This design comes from an exercise in tuning for small area and a short achievable clock period on the open sky130 flow, not from production work. At most, simulation tests tie the RTL to the original design; equivalence was not proved. The flow treats the clock pin as an ideal source. Dropping or thinning the clock tree relies on that and would not hold on a real chip. Power is estimated from default activity; no workload was simulated.

// AGU_top
module AGU_top(
    input clk,
    input rst,
    input AGU_enable,
    output logic [$clog2(8192/16)-1:0] MA0_idx,
    output logic [$clog2(8192/16)-1:0] MA1_idx,
    output logic [$clog2(8192/16)-1:0] MA2_idx,
    output logic [$clog2(8192/16)-1:0] MA3_idx,
    output logic [$clog2(8192/16)-1:0] MA4_idx,
    output logic [$clog2(8192/16)-1:0] MA5_idx,
    output logic [$clog2(8192/16)-1:0] MA6_idx,
    output logic [$clog2(8192/16)-1:0] MA7_idx,
    output logic [$clog2(8192/16)-1:0] MA8_idx,
    output logic [$clog2(8192/16)-1:0] MA9_idx,
    output logic [$clog2(8192/16)-1:0] MA10_idx,
    output logic [$clog2(8192/16)-1:0] MA11_idx,
    output logic [$clog2(8192/16)-1:0] MA12_idx,
    output logic [$clog2(8192/16)-1:0] MA13_idx,
    output logic [$clog2(8192/16)-1:0] MA14_idx,
    output logic [$clog2(8192/16)-1:0] MA15_idx,
    output logic [$clog2(16) + 1-1:0] BN0_idx,
    output logic [$clog2(16) + 1-1:0] BN1_idx,
    output logic [$clog2(16) + 1-1:0] BN2_idx,
    output logic [$clog2(16) + 1-1:0] BN3_idx,
    output logic [$clog2(16) + 1-1:0] BN4_idx,
    output logic [$clog2(16) + 1-1:0] BN5_idx,
    output logic [$clog2(16) + 1-1:0] BN6_idx,
    output logic [$clog2(16) + 1-1:0] BN7_idx,
    output logic [$clog2(16) + 1-1:0] BN8_idx,
    output logic [$clog2(16) + 1-1:0] BN9_idx,
    output logic [$clog2(16) + 1-1:0] BN10_idx,
    output logic [$clog2(16) + 1-1:0] BN11_idx,
    output logic [$clog2(16) + 1-1:0] BN12_idx,
    output logic [$clog2(16) + 1-1:0] BN13_idx,
    output logic [$clog2(16) + 1-1:0] BN14_idx,
    output logic [$clog2(16) + 1-1:0] BN15_idx,
    output logic AGU_done_out,
    output logic BN_MA_out_en,
    output logic [2:0] l_AGU_out
);
For scale: ~440 cells after synthesis, about 78 flip-flops, ~230 I/O pins, about 4400 um2 of cells after synthesis.
Settings: LEC_CHECK=0, CAP_MARGIN=20, CORE_MARGIN=2, CORE_UTILIZATION=40, SETUP_SLACK_MARGIN=5, SLEW_MARGIN=20; clock period 8.0 ns.
standard.sh (not shown) runs the stock make flow with config.mk's settings and CLKGATE_MAP_FILE= SYNTH_SCRIPT=/design/flow/synth_recipe.tcl, a recipe that flattens the netlist after the stock synthesis.
==> flow/flow/run.sh <==
#!/bin/bash
# Standard ORFS layout, with the smallest buffer (buf_1) on every input and
# output port, and clock tree synthesis without dummy loads.
set -euo pipefail
export BUFFER_PORTS_ARGS="-buffer_cell sky130_fd_sc_hd__buf_1"
export CTS_ARGS="-sink_clustering_enable -repair_clock_nets -dont_use_dummy_load"
bash standard.sh > standard_flow.log 2>&1
==> next run, changes <==
ABC_AREA = 1   (was default)
Total power climbs by 1.4%.
Setup slack improves by 160 ps.
Die area came out higher by 0.68%.
Final cell count came out higher by about 8%.
Register-to-register slack improves by 320 ps.
Combinational power grows by about 7%.
Core utilization rises by 0.52 points.
Design area goes up by about 1.8%.
Maximum frequency goes up by 6.1%.
Global-route usage goes down by 0.18 points.
Routed wire length decreases by 1.9%.
No functional check of the RTL was part of any run of this note.

========
## run 1
AGU_top, a different RTL version from the one above (not shown whole).
For scale: ~430 cells after synthesis, ~76 flip-flops, about 0.0043 mm2 of cells after synthesis.
export LEC_CHECK = 0
export CAP_MARGIN = 20
export CORE_MARGIN = 2
export CORE_UTILIZATION = 40
export SLEW_MARGIN = 20
create_clock -name core_clock -period 8.0 [get_ports {clk}]
==> flow/flow/run.sh <==
#!/bin/bash
# Standard ORFS layout, with: the smallest buffer (buf_1) on every input and
# output port; one shared tie cell for the constant outputs; and the clock
# distributed by four quadrant buffers (flow/pre_cts.tcl) instead of an H-tree.
set -euo pipefail
export BUFFER_PORTS_ARGS="-buffer_cell sky130_fd_sc_hd__buf_1"
export SKIP_REPAIR_TIE_FANOUT=1
export PRE_CTS_TCL="$(pwd)/flow/pre_cts.tcl"
export ROOT_CLKBUF=${ROOT_CLKBUF:-sky130_fd_sc_hd__clkbuf_16}
export SETUP_SLACK_MARGIN=5.5 CLK_GROUPS=3
bash standard.sh > standard_flow.log 2>&1
==> flow/flow/pre_cts.tcl <==
set cell $::env(ROOT_CLKBUF)
set block [ord::get_db_block]
set clknet [$block findNet clk]
set master [[ord::get_db] findMaster $cell]
set sinks {}
set sx 0
set sy 0
foreach it [$clknet getITerms] {
  set loc [[$it getInst] getLocation]
  lappend sinks [list $it [lindex $loc 0] [lindex $loc 1]]
  set sx [expr {$sx + [lindex $loc 0]}]
  set sy [expr {$sy + [lindex $loc 1]}]
}
set n [llength $sinks]
set cx [expr {$sx / $n}]
set cy [expr {$sy / $n}]
puts "pre_cts: $n clock sinks, centroid $cx $cy"
# Balanced split into CLK_GROUPS groups: with 4, halves by x median and
# then each half by its y median; otherwise equal strips along x.
set ng [expr {[info exists ::env(CLK_GROUPS)] ? $::env(CLK_GROUPS) : 4}]
set byx [lsort -integer -index 1 $sinks]
if {$ng == 4} {
  set h [expr {$n / 2}]
  set halves [list [lrange $byx 0 [expr {$h - 1}]] [lrange $byx $h end]]
  for {set i 0} {$i < 2} {incr i} {
    set byy [lsort -integer -index 2 [lindex $halves $i]]
    set k [expr {[llength $byy] / 2}]
    set grp([expr {2 * $i}]) [lrange $byy 0 [expr {$k - 1}]]
    set grp([expr {2 * $i + 1}]) [lrange $byy $k end]
  }
} else {
  for {set q 0} {$q < 4} {incr q} {
    set lo [expr {$q < $ng ? ($q * $n) / $ng : $n}]
    set hi [expr {$q < $ng ? (($q + 1) * $n) / $ng - 1 : $n - 1}]
    set grp($q) [lrange $byx $lo $hi]
  }
}
for {set q 0} {$q < 4} {incr q} {
  set m [llength $grp($q)]
  if {$m == 0} continue
  set gx 0
  set gy 0
  foreach s $grp($q) {
    lassign $s it x y
    set gx [expr {$gx + $x}]
    set gy [expr {$gy + $y}]
  }
  set buf [odb::dbInst_create $block $master clkbuf_q$q]
  set net [odb::dbNet_create $block clknet_q$q]
  $net setSigType CLOCK
  foreach s $grp($q) {
    set it [lindex $s 0]
    $it disconnect
    $it connect $net
  }
  [$buf findITerm A] connect $clknet
  [$buf findITerm X] connect $net
  $buf setLocation [expr {$gx / $m}] [expr {$gy / $m}]
  $buf setPlacementStatus PLACED
  puts "pre_cts: quadrant $q: $m sinks"
}
rename clock_tree_synthesis orig_clock_tree_synthesis
proc clock_tree_synthesis {args} { puts "clock_tree_synthesis skipped (quadrant buffers inserted)" }

# Flip-flops whose output drives several output-port buffers get a stronger
# drive (same function, dfrtp_1 -> FF_UPSIZE), so the clock-to-output paths
# are not slowed by the shared load.
if {[info exists ::env(FF_UPSIZE)] && $::env(FF_UPSIZE) ne ""} {
  set big [[ord::get_db] findMaster $::env(FF_UPSIZE)]
  set nup 0
  foreach inst [$block getInsts] {
    if {[[$inst getMaster] getName] ne "sky130_fd_sc_hd__dfrtp_1"} continue
    set q [$inst findITerm Q]
    set net [$q getNet]
    if {$net eq "NULL"} continue
    if {[llength [$net getITerms]] - 1 >= $::env(FF_UPSIZE_MIN_FANOUT)} {
      $inst swapMaster $big
      incr nup
    }
  }
  puts "pre_cts: $nup flip-flops upsized to $::env(FF_UPSIZE)"
}
The following lists how run 2 was set up differently from run 1:
diff --git a/flow/flow/run.sh b/flow/flow/run.sh
--- a/flow/flow/run.sh
+++ b/flow/flow/run.sh
@@ -8,4 +8,4 @@
 export PRE_CTS_TCL="$(pwd)/flow/pre_cts.tcl"
 export ROOT_CLKBUF=${ROOT_CLKBUF:-sky130_fd_sc_hd__clkbuf_16}
-export SETUP_SLACK_MARGIN=5.5 CLK_GROUPS=3
+export SETUP_SLACK_MARGIN=5.5
 bash standard.sh > standard_flow.log 2>&1
diff --git a/flow/flow/pre_cts.tcl b/flow/flow/pre_cts.tcl
--- a/flow/flow/pre_cts.tcl
+++ b/flow/flow/pre_cts.tcl
@@ -1,2 +1,7 @@
+# Clock distribution: the design has under 100 flip-flops on a small die, so
+# the clock port drives four buffers (one per quadrant of the flip-flops,
+# each at its group's centroid) and each buffer drives its group's clock
+# pins directly, instead of TritonCTS's two-level H-tree. The clock port
+# feeds only these four buffers. clock_tree_synthesis is then a no-op here.
 set cell $::env(ROOT_CLKBUF)
 set block [ord::get_db_block]
@@ -16,23 +21,9 @@
 set cy [expr {$sy / $n}]
 puts "pre_cts: $n clock sinks, centroid $cx $cy"
-# Balanced split into CLK_GROUPS groups: with 4, halves by x median and
-# then each half by its y median; otherwise equal strips along x.
-set ng [expr {[info exists ::env(CLK_GROUPS)] ? $::env(CLK_GROUPS) : 4}]
-set byx [lsort -integer -index 1 $sinks]
-if {$ng == 4} {
-  set h [expr {$n / 2}]
-  set halves [list [lrange $byx 0 [expr {$h - 1}]] [lrange $byx $h end]]
-  for {set i 0} {$i < 2} {incr i} {
-    set byy [lsort -integer -index 2 [lindex $halves $i]]
-    set k [expr {[llength $byy] / 2}]
-    set grp([expr {2 * $i}]) [lrange $byy 0 [expr {$k - 1}]]
-    set grp([expr {2 * $i + 1}]) [lrange $byy $k end]
-  }
-} else {
-  for {set q 0} {$q < 4} {incr q} {
-    set lo [expr {$q < $ng ? ($q * $n) / $ng : $n}]
-    set hi [expr {$q < $ng ? (($q + 1) * $n) / $ng - 1 : $n - 1}]
-    set grp($q) [lrange $byx $lo $hi]
-  }
+for {set q 0} {$q < 4} {incr q} { set grp($q) {} }
+foreach s $sinks {
+  lassign $s it x y
+  set q [expr {($x >= $cx ? 1 : 0) + ($y >= $cy ? 2 : 0)}]
+  lappend grp($q) $s
 }
 for {set q 0} {$q < 4} {incr q} {
[summary]
- Area enclosed by the die boundary: run 2 vs run 1, no meaningful difference
- Total power divided by cell area up about 1.6% in run 2 wrt run 1
- Run 2 ends up with a register-to-register slack that is 140 ps lower than in run 1.
- On detailed-route vias per instance, run 1 tracks run 2 almost exactly.
- Run 1 -> run 2: inverter count delta 0, exact match
- Comparing leakage dissipation for run 1 and run 2, the smaller number came from run 1.
- Routed wire length of run 1 is on par with run 2.
- Summary — worst-case clock skew, run 2 relative to run 1: higher, by 12 ps.
- Compared with run 1, run 2 is hungrier on power.
## Diff of input files: run 3 against run 2
diff --git a/flow/config.mk b/flow/config.mk
--- a/flow/config.mk
+++ b/flow/config.mk
@@ -9,3 +9,4 @@
 export CORE_MARGIN = 2
 export CORE_UTILIZATION = 40
+export PLACE_DENSITY = 0.85
 export SLEW_MARGIN = 20
Results
- Per the comparison of run 3 with run 2, leakage power total now sits at about the same level, part of the total power dissipated in the clock network went down by 0.3 points, minimum hold slack shows a reduction of 31 ps, number of cells on the critical path saw little to no change, combinational group share of total power climbed 0.3 points.
- Compared with run 2, the router placed more vias in run 3.
- The total non-filler cell area in the finished layout was comparable across run 3 and run 2.
- Routed length on met3 ended up 130 um higher on run 3 than on run 2.
- Run 2 -> run 3: area of the multi-input gates flat
- NOTE average via count per standard cell run 2->run 3 increased by a few percent
- In summary, run 3 completed successfully, with a layout that passed the timing, DRC and antenna checks.
Setup changes, run 3 to run 4
diff --git a/flow/config.mk b/flow/config.mk
--- a/flow/config.mk
+++ b/flow/config.mk
@@ -6,7 +6,7 @@
 export NUM_CORES = 4
 export LEC_CHECK = 0
+export ABC_AREA = 1
 export CAP_MARGIN = 20
 export CORE_MARGIN = 2
 export CORE_UTILIZATION = 40
-export PLACE_DENSITY = 0.85
 export SLEW_MARGIN = 20
Findings:
Status | run 3 and run 4 | clean. Summary: max-slew headroom at the worst pin, run 4 worse than run 3. Per the comparison of run 4 with run 3, global routing usage on met1 higher, starting density of the core higher, cell count higher, worst setup slack lower, portion of the clock cycle consumed by the worst path in the final layout higher. Sequential share of the synthesized area in run 4 is 0.36 points below run 3.
Setup changes, run 4 to run 5
diff --git a/flow/config.mk b/flow/config.mk
--- a/flow/config.mk
+++ b/flow/config.mk
@@ -6,7 +6,7 @@
 export NUM_CORES = 4
 export LEC_CHECK = 0
-export ABC_AREA = 1
-export CAP_MARGIN = 20
+export CAP_MARGIN = 0
 export CORE_MARGIN = 2
 export CORE_UTILIZATION = 40
-export SLEW_MARGIN = 20
+export PLACE_DENSITY = 0.85
+export SLEW_MARGIN = 0
## What came out
Fmax: run 5 above run 4. Run 5 vs. run 4: full die area shrank by about 0.8%; effective utilization at floorplan shrank by 0.16 points; pre-CTS setup slack grew by 23 ps. The maximum ir drop on the vdd rail in run 5 is 1.4 times that in run 4.
In every run of this note, the design's own scripts or RTL, not TritonCTS, make the clock network.

[re-timing with driven ports]
No port has a modelled driver above. Below, the same layouts with a new extraction and two added sets of constraints. Step 1 (the two cells are an assumption about what drives the block):
set clk [get_ports {clk}]
set_driving_cell -lib_cell sky130_fd_sc_hd__clkbuf_16 $clk
set_driving_cell -lib_cell sky130_fd_sc_hd__buf_2 [delete_from_list [all_inputs] $clk]
Step 2 adds t to the input delays and takes it off the output delays; t is the mean of the earliest and latest rising clock arrival at the registers after step 1. Input paths then give back, and output paths get back, about the clock's delay inside the block. Three values: ideal ports, drivers, drivers and shift; two values: the first two.
| run | t (ns) | slack for setup (ns) | worst setup path after step 2 | worst data-port slew with drivers (ns) |
|---|---|---|---|---|
| the first run of note 1 | 0.366 | 5.213 / 5.213 / 5.213 | register to register | 0.03 |
| the second run of note 1 | 0.373 | 5.373 / 5.340 / 5.532 | register to register | 0.03 |
| run 1 | 0.213 | 5.560 / 5.503 / 5.700 | input, reset recovery | 0.03 |
| run 2 | 0.220 | 5.568 / 5.493 / 5.601 | register to register | 0.03 |
| run 3 | 0.218 | 5.591 / 5.516 / 5.735 | register to output | 0.04 |
| run 4 | 0.224 | 5.576 / 5.495 / 5.673 | input to register | 0.04 |
| run 5 | 0.218 | 5.591 / 5.516 / 5.735 | register to output | 0.04 |
After both steps every run listed still meets setup and hold. The worst setup slack also covers recovery checks on asynchronous resets.
